Context: an optimization exercise on an open-source flow, tuned for small area and a short achievable clock period. The choices shown serve that exercise and are no tape-out recipe.
Where RTL was checked, it was by simulation tests only, not by an equivalence proof against the original.
Power and IR drop assume default switching activity.

==> flow/design.v <==
module LCD_CTRL(clk,reset,datain,cmd,cmd_valid,dataout,output_valid,busy);
input clk;
input reset;
input [7:0] datain;
input [2:0] cmd;
input cmd_valid;
output [7:0] dataout;
output output_valid;
output busy;
reg [7:0] ring [0:63];
reg [5:0] phase;              
reg       busy_r, ov_r;       
reg [3:0] cnt;                
reg [7:0] lo_n, hi_n;         
reg [2:0] ox, oy;
reg       mag;
reg [7:0] out_r;
reg [7:0] c00, c22, c_o, c_r, c_d;
integer i;
genvar g, b;
wire [7:0] lo_r = ~lo_n;
wire [7:0] hi_r = ~hi_n;
wire is_load = busy_r & ~ov_r;
wire accept  = ~busy_r & cmd_valid;
wire ox0 = (ox == 3'd0), ox4 = (ox == 3'd4);
wire oy0 = (oy == 3'd0), oy4 = (oy == 3'd4);
wire mag_n = (cmd == 3'd2) | (mag & (cmd != 3'd1) & (cmd != 3'd3));
wire cmd0 = (cmd == 3'd0), cmd1 = (cmd == 3'd1), cmd2 = (cmd == 3'd2), cmd3 = (cmd == 3'd3);
wire cmd4 = (cmd == 3'd4), cmd5 = (cmd == 3'd5), cmd6 = (cmd == 3'd6), cmd7 = (cmd == 3'd7);
wire f_22 = cmd_valid & cmd2;
wire f_00 = cmd_valid & (cmd1 | cmd3 | (~mag & ~cmd2));
wire f_o  = cmd_valid & mag & (cmd0 | cmd5 | (cmd4 & ox4) | (cmd6 & oy0) | (cmd7 & oy4));
wire f_r  = cmd_valid & mag & cmd4 & ~ox4;
wire f_u  = ~cmd_valid | (mag & cmd6 & ~oy0);
wire f_d  = cmd_valid & mag & cmd7 & ~oy4;
wire [7:0] first_n;
generate
  for (b = 0; b < 8; b = b + 1) begin : fbit
    wire p, q;
    lcd_aoi222 fa (.a(f_22), .b(c22[b]), .c(f_00), .d(c00[b]), .e(f_o), .f(c_o[b]), .y(p));
    lcd_aoi222 fb (.a(f_r), .b(c_r[b]), .c(f_u), .d(out_r[b]), .e(f_d), .f(c_d[b]), .y(q));
    lcd_and2 fc (.a(p), .b(q), .y(first_n[b]));
  end
endgenerate
wire use_rd  = busy_r | (cmd_valid & mag & ~ox0 & (cmd == 3'd5));
wire nuse_rd = ~use_rd;
wire [63:0] sel;
wire [7:0]  rd, out_d;
generate
  for (g = 0; g < 64; g = g + 1) begin : s
    assign sel[g] = ~(lo_n[g%8] | hi_n[g/8]);
  end
  for (b = 0; b < 8; b = b + 1) begin : rbit
    wire [20:0] t;
    wire        t21;
    wire [5:0]  u;
    wire        v0, v1;
    for (g = 0; g < 21; g = g + 1) begin : a3
      lcd_aoi222 ua (.a(sel[3*g]), .b(ring[3*g][b]), .c(sel[3*g+1]), .d(ring[3*g+1][b]),
                     .e(sel[3*g+2]), .f(ring[3*g+2][b]), .y(t[g]));
    end
    lcd_nand2 ub (.a(sel[63]), .b(ring[63][b]), .y(t21));
    lcd_nand4 n0 (.a(t[0]),  .b(t[1]),  .c(t[2]),  .d(t[3]),  .y(u[0]));
    lcd_nand4 n1 (.a(t[4]),  .b(t[5]),  .c(t[6]),  .d(t[7]),  .y(u[1]));
    lcd_nand4 n2 (.a(t[8]),  .b(t[9]),  .c(t[10]), .d(t[11]), .y(u[2]));
    lcd_nand4 n3 (.a(t[12]), .b(t[13]), .c(t[14]), .d(t[15]), .y(u[3]));
    lcd_nand4 n4 (.a(t[16]), .b(t[17]), .c(t[18]), .d(t[19]), .y(u[4]));
    lcd_nand2 n5 (.a(t[20]), .b(t21), .y(u[5]));
    lcd_nor3  m0 (.a(u[0]), .b(u[1]), .c(u[2]), .y(v0));
    lcd_nor3  m1 (.a(u[3]), .b(u[4]), .c(u[5]), .y(v1));
    lcd_nand2 m2 (.a(v0), .b(v1), .y(rd[b]));
    lcd_a32oi m3 (.a1(v0), .a2(v1), .a3(use_rd), .b1(nuse_rd), .b2(first_n[b]), .y(out_d[b]));
  end
endgenerate
function [7:0] rotl;
  input [7:0] v;
  input [2:0] k;
  rotl = (v << k) | (v >> (4'd8 - k));
endfunction
wire row_next = (cnt[1:0] == 2'd2);
wire at62     = lo_r[6] & hi_r[7];
wire cnt14    = (cnt == 4'd14);
wire cnt15    = (cnt == 4'd15);
wire out_mid  = ov_r & ~cnt14 & ~cnt15;
wire c_p1  = (is_load & ~at62) | (~busy_r & ~cmd_valid);        
wire c_u   = ov_r & cnt14;                                      
wire c_l   = ov_r & cnt15;                                      
wire c_zi0 = out_mid & mag & ~row_next;                         
wire c_zi4 = out_mid & mag & row_next;                          
wire c_zo9 = out_mid & ~mag & row_next;                         
wire c_m1b = (is_load & at62) | (out_mid & ~mag & ~row_next);   
wire a_ld  = accept & (cmd == 3'd1);                            
wire a_zi  = accept & (cmd == 3'd2);                            
wire a_zo  = accept & ((cmd == 3'd3) | (~mag & (cmd != 3'd1) & (cmd != 3'd2)));  
wire a_in  = accept & mag;
wire a_m1  = a_in & ((cmd == 3'd0) | ((cmd == 3'd4) & ox4) | ((cmd == 3'd5) & ox0) |
                     ((cmd == 3'd6) & oy0) | ((cmd == 3'd7) & oy4));   
wire a_m2  = a_in & (cmd == 3'd4) & ~ox4;                       
wire a_0   = a_in & (cmd == 3'd5) & ~ox0;                       
wire a_p7  = a_in & (cmd == 3'd6) & ~oy0;                       
wire a_m9  = a_in & (cmd == 3'd7) & ~oy4;                       
wire l0    = lo_r[0];
wire l_ge1 = ~lo_r[0];
wire l_ge2 = ~(lo_r[0] | lo_r[1]);
wire l_ge4 = |lo_r[7:4];
wire l_ge6 = lo_r[6] | lo_r[7];
wire l7    = lo_r[7];
wire m1  = c_m1b | a_m1;
wire m9  = c_zo9 | a_m9;
wire r0 = c_zi0 | a_0;
wire r1 = c_p1;
wire r7 = m1 | m9 | a_p7;
wire r4 = c_u | c_zi4;
wire r2 = c_l;
wire r6 = a_m2;
wire h1 = (c_p1 & l7) | (a_p7 & l_ge1);
wire h0 = (c_p1 & ~l7) | (m1 & ~l0) | r0 | (c_l & l_ge6) | (c_zi4 & l_ge4) |
          (a_m2 & l_ge2) | (a_p7 & ~l_ge1);
wire h7 = (m1 & l0) | (c_l & ~l_ge6) | (c_zi4 & ~l_ge4) | (a_m2 & ~l_ge2) | (m9 & l_ge1);
wire h6 = m9 & ~l_ge1;
wire h4 = c_u & ~l_ge4;
wire h5 = c_u & l_ge4;
wire [7:0] pl  = 8'd1 << phase[2:0];
wire [7:0] ph  = 8'd1 << phase[5:3];
wire [7:0] ph_zo = (phase[2:0] == 3'd0) ? rotl(ph, 3'd7) : ph;
wire [7:0] ph_zi = (phase[2:0] >= 3'd2) ? rotl(ph, 3'd6) : rotl(ph, 3'd5);
wire [7:0] lo_nx = ({8{r0}} & lo_r) | ({8{r1}} & rotl(lo_r, 3'd1)) | ({8{r7}} & rotl(lo_r, 3'd7)) |
                   ({8{r4}} & rotl(lo_r, 3'd4)) | ({8{r2}} & rotl(lo_r, 3'd2)) |
                   ({8{r6}} & rotl(lo_r, 3'd6)) | ({8{a_zo}} & rotl(pl, 3'd7)) |
                   ({8{a_zi}} & rotl(pl, 3'd6)) | ({8{a_ld}} & 8'h80);
wire [7:0] hi_nx = ({8{h0}} & hi_r) | ({8{h1}} & rotl(hi_r, 3'd1)) | ({8{h7}} & rotl(hi_r, 3'd7)) |
                   ({8{h6}} & rotl(hi_r, 3'd6)) | ({8{h4}} & rotl(hi_r, 3'd4)) |
                   ({8{h5}} & rotl(hi_r, 3'd5)) | ({8{a_zo}} & ph_zo) | ({8{a_zi}} & ph_zi) |
                   ({8{a_ld}} & 8'h80);
always @(posedge clk) begin
  for (i = 63; i > 0; i = i - 1) ring[i] <= ring[i-1];
  ring[0] <= is_load ? datain : ring[63];
  out_r <= out_d;
  lo_n  <= ~lo_nx;
  hi_n  <= ~hi_nx;
  phase <= accept & (cmd == 3'd1) ? 6'd63 : phase + 6'd1;
  cnt   <= ov_r ? cnt + 4'd1 : 4'd0;
end
always @(posedge clk) begin
  if (is_load & lo_r[7] & hi_r[7]) c00 <= datain;
  if (is_load & lo_r[1] & hi_r[2]) c22 <= datain;
  if (ov_r & (cnt == 4'd0)) c_o <= out_r;
  if (ov_r & (cnt == 4'd1)) c_r <= out_r;
  if (ov_r & (cnt == 4'd4)) c_d <= out_r;
end
always @(posedge clk) begin
  if (reset) begin
    busy_r <= 1'b0;
    ov_r   <= 1'b0;
  end else if (~busy_r) begin
    if (cmd_valid) begin
      busy_r <= 1'b1;
      ov_r   <= (cmd != 3'd1);
    end
  end else if (is_load) begin
    if (at62) ov_r <= 1'b1;
  end else if (cnt == 4'd15) begin
    busy_r <= 1'b0;
    ov_r   <= 1'b0;
  end
end
always @(posedge clk) begin
  if (accept) begin
    mag <= mag_n;
    case (cmd)
      3'd1: begin ox <= 3'd0; oy <= 3'd0; end
      3'd2: begin ox <= 3'd2; oy <= 3'd2; end
      3'd4: if (!ox4) ox <= ox + 3'd1;
      3'd5: if (!ox0) ox <= ox - 3'd1;
      3'd6: if (!oy0) oy <= oy - 3'd1;
      3'd7: if (!oy4) oy <= oy + 3'd1;
      default: ;
    endcase
  end
end
assign dataout      = out_r;
assign busy         = busy_r;
assign output_valid = ov_r;
endmodule
module lcd_aoi222(input a, b, c, d, e, f, output y);
  assign y = ~((a & b) | (c & d) | (e & f));
endmodule
module lcd_nand4(input a, b, c, d, output y);
  assign y = ~(a & b & c & d);
endmodule
module lcd_nand2(input a, b, output y);
  assign y = ~(a & b);
endmodule
module lcd_nor3(input a, b, c, output y);
  assign y = ~(a | b | c);
endmodule
module lcd_and2(input a, b, output y);
  assign y = a & b;
endmodule
module lcd_and3(input a, b, c, output y);
  assign y = a & b & c;
endmodule
module lcd_a32oi(input a1, a2, a3, b1, b2, output y);
  assign y = ~((a1 & a2 & a3) | (b1 & b2));
endmodule
module lcd_mux2 #(parameter W = 1) (input s, input [W-1:0] a, b, output [W-1:0] y);
  assign y = s ? a : b;
endmodule
clock: 5.5 ns
lec_check: 0
cap_margin: 20
core_margin: 2
core_utilization: 40
cts_cluster_diameter: 100
cts_cluster_size: 25
setup_slack_margin: 3.3
slew_margin: 20
synth_hierarchical: 1
run.sh (not shown) runs the stock make flow with config.mk's settings and CLKGATE_MAP_FILE= SYNTH_SCRIPT=/design/flow/synth_recipe.tcl, a recipe that flattens the netlist after the stock synthesis.
Edit:
--- a/flow/design.v
+++ b/flow/design.v
@@ -10,18 +10,19 @@
 reg [7:0] ring [0:63];
 reg [5:0] phase;              
 reg       busy_r, ov_r;       
 reg [3:0] cnt;                
 reg [7:0] lo_n, hi_n;         
+reg [7:0] lo_q, hi_q;         
 reg [2:0] ox, oy;
 reg       mag;
 reg [7:0] out_r;
 reg [7:0] c00, c22, c_o, c_r, c_d;
 integer i;
 genvar g, b;
-wire [7:0] lo_r = ~lo_n;
-wire [7:0] hi_r = ~hi_n;
+wire [7:0] lo_r = lo_q;
+wire [7:0] hi_r = hi_q;
 wire is_load = busy_r & ~ov_r;
 wire accept  = ~busy_r & cmd_valid;
 wire ox0 = (ox == 3'd0), ox4 = (ox == 3'd4);
 wire oy0 = (oy == 3'd0), oy4 = (oy == 3'd4);
 wire mag_n = (cmd == 3'd2) | (mag & (cmd != 3'd1) & (cmd != 3'd3));
@@ -136,10 +137,12 @@
   for (i = 63; i > 0; i = i - 1) ring[i] <= ring[i-1];
   ring[0] <= is_load ? datain : ring[63];
   out_r <= out_d;
   lo_n  <= ~lo_nx;
   hi_n  <= ~hi_nx;
+  lo_q  <= lo_nx;
+  hi_q  <= hi_nx;
   phase <= accept & (cmd == 3'd1) ? 6'd63 : phase + 6'd1;
   cnt   <= ov_r ? cnt + 4'd1 : 4'd0;
 end
 always @(posedge clk) begin
   if (is_load & lo_r[7] & hi_r[7]) c00 <= datain;
What happened: The changed run went through all stages and came out clean; first-iteration DRC count went down by 5.5%; hold slack gains 0.013 ns; combinational power barely changes; via count went up by 7.2%; final area went up by 5.3%; setup slack loses 0.094 ns; power went up by 5.0%; clock-buffer cell count went down by 1; wire length went up by 3.9%; sequential share of layout area went down by 1.6 points; utilization went up by 0.97 points; sequential cell count went up by 16; global-route usage went down by 0.60 points; die area went up by 3.5%.
Only the layout flow was run in the second run of this note; the RTL was not checked for function there.

separate check: timing with driven ports:
How much do the figures lean on ideal ports? The routed layouts below were timed once more, with nothing changed but the port constraints. Step 1, drivers: a clkbuf_16 drives clk and a buf_2 each remaining input, both assumed. Step 2 also shifts input and output timing later by t, the mid clock arrival at the registers, as if the neighbouring blocks saw the same clock. Slacks: no drivers / after step 1 / after step 2; pairs: no drivers / after step 1.
| run | t (ns) | setup WS [ns] | slew at the worst register clock pin (ns) |
|---|---|---|---|
| the first run | 0.637 | 3.282 / 3.277 / 2.716 | 0.10 / 0.10 |
| the second run | 0.647 | 3.188 / 3.145 / 2.561 | 0.10 / 0.10 |
After both steps setup and hold are still met in every run listed. The setup slack of the second run, which loses most, moves by -0.043 ns with the drivers and by -0.627 ns with both steps.
